What follows belongs to an exercise in optimizing a design on an open flow for small area; a production flow would make more cautious choices. Function was checked by simulation only, so behaviour that the tests miss may differ from the original. Power and IR drop assume default switching activity.

run 1:
// top
module top (
    input clock,
    input resetn,
    input pkt_valid,
    input [7:0] data_in,
    input [2:0] read_en,
    output [2:0] vld_out,
    output [7:0] data_out_0,
    output [7:0] data_out_1,
    output [7:0] data_out_2,
    output [2:0] full,
    output [2:0] empty,
    output busy,
    output err
);
Settings: LEC_CHECK=0, ABC_AREA=1, CAP_MARGIN=20, CORE_MARGIN=2, CORE_UTILIZATION=75, SLEW_MARGIN=20; clock period 7.0 ns.
standard.sh (not shown) runs the stock make flow with config.mk's settings and CLKGATE_MAP_FILE= SYNTH_SCRIPT=/design/flow/synth_recipe.tcl, a recipe that flattens the netlist after the stock synthesis.
==> flow/flow/run.sh <==
#!/bin/bash
# Own layout flow:
#  1. the standard synthesis (standard.sh synth), unchanged;
#  2. its combinational logic re-mapped by ABC with an area-oriented script
#     (flow/remap.tcl); every flip-flop instance is kept as it is: same
#     name, same cell;
#  3. the standard layout (standard.sh) on that netlist, with buf_1 as
#     the port buffer and a clock tree built from clkbuf_4 without dummy loads.
# Each tool's output goes to a log file of its own in the work folder.
set -euo pipefail
W=$(pwd)
R=$W/orfs/results/$FLOW_PLATFORM/top/base
YOSYS=$(command -v yosys || echo "$FLOW_HOME/../tools/install/yosys/bin/yosys")

bash standard.sh synth > "$W/1_standard_synth.log" 2>&1
cp "$R/1_2_yosys.v" "$W/standard_synth.v"

LIBFILE=$FLOW_HOME/platforms/$FLOW_PLATFORM/lib/sky130_fd_sc_hd__tt_025C_1v80.lib \
DONT_USE="$(cat "$W/flow/dont_use.txt")" \
NETIN=$W/standard_synth.v NETOUT=$W/remap.v STATOUT=$W/remap_stat.txt \
ABCSCRIPT=$W/flow/area.abc \
    "$YOSYS" -c "$W/flow/remap.tcl" > "$W/2_remap.log" 2>&1

grep -oE '^ *sky130_fd_sc_hd__[a-z0-9_]*df[a-z0-9_]* [^ ]+' "$W/standard_synth.v" | sort > "$W/ff_std.txt"
grep -oE '^ *sky130_fd_sc_hd__[a-z0-9_]*df[a-z0-9_]* [^ ]+' "$W/remap.v" | sort > "$W/ff_remap.txt"
cmp "$W/ff_std.txt" "$W/ff_remap.txt"
if grep -qE 'sky130_fd_sc_hd__(lpflow|probe)' "$W/remap.v"; then
    echo "re-mapped netlist uses a don't-use cell" >&2
    exit 1
fi

cp "$W/remap.v" "$R/1_2_yosys.v"
touch "$R/1_2_yosys.v"

export BUFFER_PORTS_ARGS="-buffer_cell sky130_fd_sc_hd__buf_1"
export CTS_ARGS="$(cat "$W/flow/cts_args.txt")"
bash standard.sh > "$W/3_standard_layout.log" 2>&1
==> flow/flow/cts_args.txt <==
-sink_clustering_enable -repair_clock_nets -dont_use_dummy_load -buf_list sky130_fd_sc_hd__clkbuf_8 -sink_clustering_size 14 -sink_clustering_max_diameter 60
Other scripts of this flow, unchanged in this note and not shown: flow/flow/area.abc, flow/flow/dont_use.txt, flow/flow/remap.tcl
Looking at the reports, run 1 completed the entire flow and the layout it produced met the timing, DRC and antenna checks.
Inputs modified between run 1 and run 2:
Settings: a change of CORE_UTILIZATION from 75 to 70.
==> flow/flow/cts_args.txt <==
-sink_clustering_enable -repair_clock_nets -dont_use_dummy_load -buf_list sky130_fd_sc_hd__clkbuf_16 -sink_clustering_size 22 -sink_clustering_max_diameter 80
Run comparison: run 2 start point of the critical path rq[2][2]$_SDFF_PP0_; run 1 start point of the critical path rq[1][1]$_SDFF_PP0_
A slowest library cell on the worst path of sky130_fd_sc_hd__nor3_1 is what run 1 shows, while sky130_fd_sc_hd__nor2_1 belongs to run 2.
Number of filler cells placed in the layout, run 1 and run 2, higher one = run 2.
On routed wire length, run 1 and run 2 are neck and neck.
Delta (run 2 minus run 1): total power now larger, highest net fanout along the worst path comparable.
Run 2 vs. run 1: final RePlAce weighted congestion has decreased; final routed wire length divided by cell count lost about 2%.
Global-route usage was lower in the run labelled run 2.
--- input diff run 2..run 3 ---
Settings: swapping 70 for 75 in CORE_UTILIZATION; swapping 20 for 5 in SLEW_MARGIN; swapping 20 for 5 in CAP_MARGIN.
==> flow/flow/cts_args.txt <==
-sink_clustering_enable -repair_clock_nets -dont_use_dummy_load -buf_list sky130_fd_sc_hd__clkbuf_4 -sink_clustering_size 10 -sink_clustering_max_diameter 40
[summary]
- Run 3 -> run 2: combinational power flat
- Summary: with run 2 as the reference, total power density per cell area in run 3 moved down by a few percent.
- Run 3 does better than run 2 on total power.
- Run 3 has worst endpoint data arrival time above what run 2 had.
- Run 3 — fraction of power spent switching nets 1.0 points higher, run 2 as reference
- Going from run 2 to run 3, relative area change from synthesis to final layout shrinks by 2.0 points.
- The final reports for run 3 and run 2 show net count reported at finish higher in the former.
- Comparing run 2 and run 3, the lower worst clock skew on the final layout is on run 2.
- Of the two values seen for critical path startpoint, rq[2][2]$_SDFF_PP0_ was produced by run 2 and rq[1][2]$_SDFF_PP0_ by run 3.
- Number of iterations in the first detailed-routing pass was lower in the run labelled run 3.
- Of run 2 and run 3, the run reporting the lower final critical delay including setup and external delays was run 2.
#### Input delta (run 4 over run 3)
Settings: GPL_TIMING_DRIVEN newly set to 0; CAP_MARGIN changed from 5 to 20; CORE_UTILIZATION changed from 75 to 70; SLEW_MARGIN changed from 5 to 20.
==> flow/flow/cts_args.txt <==
-sink_clustering_enable -repair_clock_nets -dont_use_dummy_load -buf_list sky130_fd_sc_hd__clkbuf_8 -sink_clustering_size 14 -sink_clustering_max_diameter 60
## What came out
For the power consumption, run 4 came in about 5.4% higher than run 3 did.
Going from run 3 to run 4, detailed route wirelength on metal2 shrank slightly.
Run 4 against run 3: part of the cycle the worst path needs shrank by 2.6 points, relative contribution of combinational cells to total power went up.

========
top again, from the RTL that the note above started with.
Settings: LEC_CHECK=0, ABC_AREA=1, CAP_MARGIN=20, CORE_MARGIN=2, CORE_UTILIZATION=60, CTS_BUF_LIST=sky130_fd_sc_hd__clkbuf_8, CTS_CLUSTER_SIZE=40, SLEW_MARGIN=20; clock period 7.0 ns.
run.sh (not shown) runs the stock make flow with config.mk's settings and CLKGATE_MAP_FILE= SYNTH_SCRIPT=/design/flow/synth_recipe.tcl, a recipe that flattens the netlist after the stock synthesis.
Stock flow here: none of the scripts above is used.
The baseline ran to the end with no violations.
==> next run, changes <==
==> flow/config.mk (replaced) <==
export PLATFORM = sky130hd
export DESIGN_NAME = top
export DESIGN_NICKNAME = top
export VERILOG_FILES = /design/flow/design.v
export SDC_FILE = /design/flow/constraint.sdc
export NUM_CORES = 4
export LEC_CHECK = 0
export CAP_MARGIN = 20
export CORE_MARGIN = 2
export CORE_UTILIZATION = 40
export SLEW_MARGIN = 20
Outcome:
- maximum frequency fell by roughly a tenth
- wire length rises by roughly a tenth
- count of clock-buffer cells in the layout is lower by 15
- total power grows by roughly a tenth
- cell area climbs by a few percent
- worst hold slack improved by 0.025 ns

[static timing again, ports no longer ideal]
The results above use ideal ports. As a check the final layouts listed here were re-extracted and re-timed, cells and wires unchanged.
Step 1 (the two cells are an assumption about what drives the block):
set clk [get_ports {clock}]
set_driving_cell -lib_cell sky130_fd_sc_hd__clkbuf_16 $clk
set_driving_cell -lib_cell sky130_fd_sc_hd__buf_2 [delete_from_list [all_inputs] $clk]
Step 2, shift: input delay + t, output delay - t, t = (earliest + latest rising clock arrival at the registers) / 2. This alone moves slack from input paths to output paths.
a / b / c = no drivers / after step 1 / after step 2; a / b = the first two.
| run | shift t [ns] | setup slack, ns | worst setup path after step 2 | clock arrival spread, ns | worst slew at a driven data input, ns |
|---|---|---|---|---|---|
| run 1 | 0.587 | 2.304 / 2.257 / 2.843 | register to output | 0.054 / 0.053 | 0.06 |
| run 2 | 0.594 | 2.448 / 2.395 / 2.989 | register to output | 0.020 / 0.020 | 0.03 |
| run 3 | 0.720 | 2.007 / 1.966 / 2.686 | register to output | 0.067 / 0.066 | 0.06 |
| run 4 | 0.603 | 2.191 / 2.144 / 2.746 | register to output | 0.049 / 0.049 | 0.04 |
| the first run of note 2 | 0.632 | 2.335 / 2.287 / 2.919 | register to output | 0.025 / 0.024 | 0.08 |
| the second run of note 2 | 0.637 | 1.820 / 1.771 / 2.408 | register to output | 0.017 / 0.017 | 0.04 |
After both steps setup and hold are still met in every run listed.
